This is an optimization exercise on Yosys and OpenROAD, whose aim is small area and a short achievable clock period, not a production implementation.
Function was checked by simulation only, so behaviour that the tests miss may differ from the original.
Power and IR drop assume default switching activity.

==> flow/design.v (outline; a module is shown in full before it is edited, if it fits) <==
// module alu: 223 lines
// module ab: 67 lines
// module regfile: 180 lines
// module cpu: 727 lines
module cpu( 
    input clk,                           
    input RST,                           
    output [23:0] AB,                    
    output sync,                         
    input [7:0] DI,                      
    output reg [7:0] DO,                 
    output WE,                           
    input IRQ,                           
    input NMI,                           
    input RDY,                           
    input debug );
  // ...
==> flow/run.sh <==
#!/bin/bash
# synth_recipe.tcl (not shown) runs the flow's synth.tcl, then flattens the netlist and writes it again
# the make line also repeats each setting of config.mk as NAME=value (left out here)
make -C /OpenROAD-flow-scripts/flow DESIGN_CONFIG=/design/flow/config.mk WORK_HOME=/design/flow/orfs CLKGATE_MAP_FILE= SYNTH_SCRIPT=/design/flow/synth_recipe.tcl finish
==> flow/config.mk <==
export PLATFORM = sky130hd
export DESIGN_NAME = cpu
export DESIGN_NICKNAME = cpu
export VERILOG_FILES = /design/flow/design.v
export SDC_FILE = /design/flow/constraint.sdc
export NUM_CORES = 4
export LEC_CHECK = 0
export CAP_MARGIN = 20
export CORE_MARGIN = 2
export CORE_UTILIZATION = 40
export PLACE_DENSITY = 0.6
export SLEW_MARGIN = 20
==> flow/constraint.sdc <==
create_clock -name core_clock -period 11.0 [get_ports {clk}]
set_input_delay 2.2000 -clock core_clock [delete_from_list [all_inputs] [get_ports {clk}]]
set_output_delay 2.2000 -clock core_clock [all_outputs]
set_load 0.01 [all_outputs]
==> impl_metrics.env, run 1 <==
export IMPL_status="timing/DRC/antenna clean"
export IMPL_buf_share_pct=4.89
export IMPL_largest_register_ffs=72
export IMPL_n_antenna_cell=0
export IMPL_critical_path_max_stage_delay_ns=0.61
export IMPL_crit_family="compound AO/OA/AOI/OAI gates"
export IMPL_seq_cell_count=226
export IMPL_worst_slack_ns=0.410
export IMPL_holdWs_ns=0.481
export IMPL_vias_per_cell=6.40
export IMPL_synth_xor_area_share_pct=4.75
export IMPL_met2_length_um=38500
export IMPL_synthesis_nets=2850
export IMPL_num_rows=86
export IMPL_crit_top_cell="ha_1"
export IMPL_synth_area_per_cell_sq_um=8.17
export IMPL_finalCritPeriodShare_pct=96.3
export IMPL_seqCellArea_sq_um=6270
export IMPL_arrival_ns=8.39
export IMPL_top_layer="met5"
export IMPL_fill_cells=5493
export IMPL_synth_top_family_by_area="compound AO/OA/AOI/OAI gates"
export IMPL_numCtsBuffers=28
export IMPL_wl_met3_um=7010
export IMPL_pg_seq_uw=1750
export IMPL_drt_pre_antenna_iters=8
export IMPL_root_buffer="clkbuf_16"
export IMPL_ff2ff_setup_slack_ns=2.38
export IMPL_h_tree_depth=1
export IMPL_p_int_uw=4380
export IMPL_synthTopCellsByArea="edfxtp_1 24%, ha_1 7.1%, nand2_1 5.3%"
export IMPL_core_area_sq_um=54900
export IMPL_setup_tns_final_ns=0
export IMPL_dp_hpwl_um=64200
export IMPL_multi_input_area_sq_um=14600
export IMPL_reg2reg_depth=37
export IMPL_maxSlewViolCount=0
export IMPL_final_setup_skew_ns=0.0403
export IMPL_fmax_ghz=0.0944
export IMPL_synth_area_leader_cell="edfxtp_1"
==> run 2: changes to the inputs <==
--- a/flow/config.mk
+++ b/flow/config.mk
@@ -7,2 +7,3 @@
 export LEC_CHECK = 0
+export ABC_CLOCK_PERIOD_IN_PS = 6000
 export CAP_MARGIN = 20
@@ -11,2 +12,3 @@
 export PLACE_DENSITY = 0.6
+export SETUP_SLACK_MARGIN = 4
 export SLEW_MARGIN = 20
==> run 2 against run 1 <==
Net effect:
- first-iteration DRC count rose by 7.1%
- cell count rose by 6.6%
- synthesized area did not move
- worst hold slack barely moved
- worst setup slack improved by 1.6 ns
- utilization rose by 6.8 points
- clock power rose by 1%
- via count rose by 5.8%
==> impl_metrics.env, run 2 <==
export IMPL_synth_ff_type="edfxtp_1"
export IMPL_criticalPathCategory="reg -> out"
export IMPL_fill_cells=5077
export IMPL_ff2ff_setup_slack_ns=3.52
export IMPL_p_int_uw=5600
export IMPL_synth_edf_count=173
export IMPL_cts_sinks=226
export IMPL_cp_slowest_cell="dfxtp_4"
export IMPL_numCtsBuffers=28
export IMPL_clk_latency_ns=0.58
export IMPL_utilization_pct=51.2
export IMPL_peakVddDrop_mv=0.218
export IMPL_powerDensity_nw_per_um2=394
export IMPL_overflow=0
export IMPL_grt_max_degree=54
export IMPL_yosys_area_top_type_share_pct=23.5
export IMPL_synth_most_common_cell="nand2_1"
export IMPL_multi_input_area_sq_um=16100
export IMPL_drc=0
export IMPL_vias_per_cell=6.35
export IMPL_cts_tree="yes"
export IMPL_final_setup_skew_ns=0.0314
export IMPL_n_antenna_cell=0
export IMPL_switchingPower_uw=5470
export IMPL_antenna_found_initial=0
export IMPL_finalCriticalPeriod_ns=9.03
export IMPL_detail_route_antenna_nets=0
export IMPL_critPathLaunchType="register"
export IMPL_mostFrequentLayoutCells="298 x nand2_1, 259 x nor2_1, 258 x buf_4, 190 x a21oi_1, 173 x edfxtp_1"
export IMPL_start_util_pct=40.2
export IMPL_layout_commonest_cell="nand2_1"
export IMPL_status="timing/DRC/antenna clean"
export IMPL_root_buffer="clkbuf_16"
export IMPL_arrival_ns=6.83
export IMPL_power_leakage_uw=0.0111
export IMPL_io_buffer_count=43
export IMPL_routedWlPerCell_um=25.0
export IMPL_drive_above_1_share_pct=25.1
export IMPL_largest_register_ffs=72
export IMPL_worst_slack_ns=1.97
export IMPL_clk_path_buf_depth=3
export IMPL_syn_area_sq_um=22100
export IMPL_synthesis_nets=2850
export IMPL_cp_required_ns=8.80
export IMPL_rsz0062_at_grt="true"
export IMPL_crit_top_cell="a21o_1"
export IMPL_clk_pin_slew_ns=0.06
export IMPL_fmax_ghz=0.111
export IMPL_area_growth_pct=27.2
export IMPL_nets=3083
export IMPL_core_area_sq_um=54900
export IMPL_num_rows=86
export IMPL_gp_congestion=1.02
export IMPL_seqCellArea_sq_um=6290
export IMPL_top_register="regfile.regs"
export IMPL_clkPwrFrac_pct=8.6
export IMPL_switching_share_pct=49.4
export IMPL_ys_ff_latch=226
export IMPL_pin_count=48
export IMPL_synth_area_leader_cell="edfxtp_1"
export IMPL_top_regs="regfile.regs (72), ab.PC (24), ab.ab_hold (24)"
export IMPL_dp_hpwl_um=64000
export IMPL_synth_commonest_cells="310 x nand2_1, 266 x nor2_1, 214 x a21oi_1"
export IMPL_pre_cts_ws_ns=0.784
export IMPL_slew_headroom_pct=24.1
export IMPL_setup_tns_final_ns=0
export IMPL_drt_wl_total_um=91800
export IMPL_max_cap_viol_count=0
export IMPL_drt_pre_antenna_iters=6
export IMPL_synth_area_per_cell_sq_um=8.17
export IMPL_setup_violations=0
export IMPL_hold_viol_final=0
export IMPL_end_kind="output pin"
export IMPL_fp_dieArea_sq_um=57100
export IMPL_dieWidth_um=239
export IMPL_tightest_slew_ns=1.14
export IMPL_power_frac_comb_pct=75.6
export IMPL_synth_cells=2704
export IMPL_seqPwrFrac_pct=15.7
export IMPL_critical_path_max_stage_delay_ns=0.41
export IMPL_synthTopCellsByArea="edfxtp_1 24%, ha_1 7.1%, nand2_1 5.3%"
export IMPL_vias=23300
export IMPL_die_y_um=239
export IMPL_hp_class="reg -> reg"
export IMPL_finalCritPeriodShare_pct=82.1
export IMPL_grt_pass1_vias=22200
export IMPL_seq_area_frac_synth_pct=28.3
export IMPL_critPathMaxFanout=10
export IMPL_synthArstFlopShare_pct=0
export IMPL_grt_usage_pct=30.9
export IMPL_maxSlewViolCount=0
export IMPL_ys_types=120
export IMPL_h_tree_depth=1
export IMPL_yosysWarnings=4
export IMPL_grt_pass1_wl_um=136000
export IMPL_drt_iter0_drc=2745
==> run 2: cell types whose count changed in the layout (fill, tap and decap cells not counted), sizes merged <==
| cell | before | now |
|---|---|---|
| dlygate4sd2 | 0 | 4 |
| inv | 134 | 129 |
| clkdlybuf4s15 | 0 | 1 |
| bufbuf | 0 | 3 |
| clkinv | 10 | 14 |
| buf | 101 | 349 |
| clkinvlp | 1 | 6 |
| clkbuf | 39 | 34 |
| bufinv | 0 | 3 |
| clkdlybuf4s50 | 43 | 9 |
| dlymetal6s2s | 0 | 4 |
==> run 2: logic make-up (layout without fill, tap and decap cells) <==
group                    after synthesis  count (layout)  synth area share [%]
AND/OR/NAND/NOR                      981             981                  21.7
buffers and inverters                301             556                  5.93
flip-flops                           226             226                  28.3
XOR/XNOR                             119             119                  4.75
AO/OA/AOI/OAI                        840             840                  25.6
multiplexers                         105             105                  6.02
adder cells (fa/ha/maj)              132             132                  7.72
==> run 2: final timing paths <==
path | from | end | cells past startpoint
worst min register to register | PREFIX[1]$_SDFFE_PP0P_ | PREFIX[1]$_SDFFE_PP0P_ | 2
worst min-delay path | PREFIX[1]$_SDFFE_PP0P_ | PREFIX[1]$_SDFFE_PP0P_ | 2
worst max-delay path | state[3]$_SDFFE_PP0P_ | AB[23] | 32
worst max register to register | state[3]$_SDFFE_PP0P_ | ab.PC[23]$_SDFFE_PP1P_ | 39
==> run 2: stage by stage <==
step / cell area, sq um / total power, uW / instances / hold WS (ns)
final: 28100 / 11100 / 3663 / 0.481
after global routing: 28100 / 11600 / 3663 / 0.513
after CTS: 26900 / 10200 / 3582 / 0.479
after detailed placement: 23500 / 8130 / 3361 / 0.470
after global placement: 23500 / 8030 / 3361 / 0.464
after floorplan: 22400 / 6020 / 2704 / 0.446
==> run 2: worst max-delay path: cells and delay by family (launching register included) <==
kind	cells	cell delay [ns]
AO/OA/AOI/OAI	15	2.94
adder cells (fa/ha/maj)	5	1.11
flip-flops	1	0.41
buffers and inverters	4	0.53
XOR/XNOR	3	0.45
AND/OR/NAND/NOR	5	0.81
==> run 2: layout make-up <==
class | instances | area share [%]
Clock buffer | 32 | 2.62
Clock inverter | 20 | 0.753
Inverter | 132 | 1.83
Multi-Input combinational cell | 2177 | 57.1
Sequential cell | 226 | 22.4
Tap cell | 704 | 3.14
Timing Repair Buffer | 372 | 12.1
==> run 2: per-layer routing <==
layer / vias up / wire, um / part of all wire [%] / track usage (%)
li1: 10500 / - / - / -
met5: - / 0 / 0 / 0
met2: 1241 / 41600 / 45 / 49.4
met1: 11300 / 37200 / 41 / 40.7
met3: 276 / 7900 / 8.6 / 5.08
met4: 0 / 5030 / 5.5 / 15.0
==> run 2: power groups by stage <==
stage                     combinational [uW]  clock, uW  sequential (uW)
final                                   8370        954             1740
after global routing                    8880        995             1770
after CTS                               7490        964             1720
after detailed placement                6360          0             1770
after global placement                  6270          0             1770
after floorplan                         4490          0             1530
==> run 2: what timing repair did <==
action,4_1_cts,5_1_grt
gates cloned,3,2
pin swaps,117,125
buffers inserted,166,79
setup endpoints to repair,49,44
gates resized for setup,370,122
hold buffers,0,0

what the ideal ports hide:
The results above use ideal ports. As a check the final layouts listed here were re-extracted and re-timed, cells and wires unchanged. Step 1 (the two cells are an assumption about what drives the block):
set clk [get_ports {clk}]
set_driving_cell -lib_cell sky130_fd_sc_hd__clkbuf_16 $clk
set_driving_cell -lib_cell sky130_fd_sc_hd__buf_2 [delete_from_list [all_inputs] $clk]
Step 2 adds t to the input delays and takes it off the output delays; t is the mean of the earliest and latest rising clock arrival at the registers after step 1. Input paths then give back, and output paths get back, about the clock's delay inside the block. a / b / c = no drivers / after step 1 / after step 2; a / b = the first two.
run | t (ns) | slack for setup (ns) | hold WS [ns]
run 1 | 0.641 | 0.410 / 0.353 / 0.473 | 0.481 / 0.481 / 0.481
run 2 | 0.629 | 1.974 / 1.914 / 2.191 | 0.481 / 0.481 / 0.481
After both steps setup and hold are still met in every run listed.
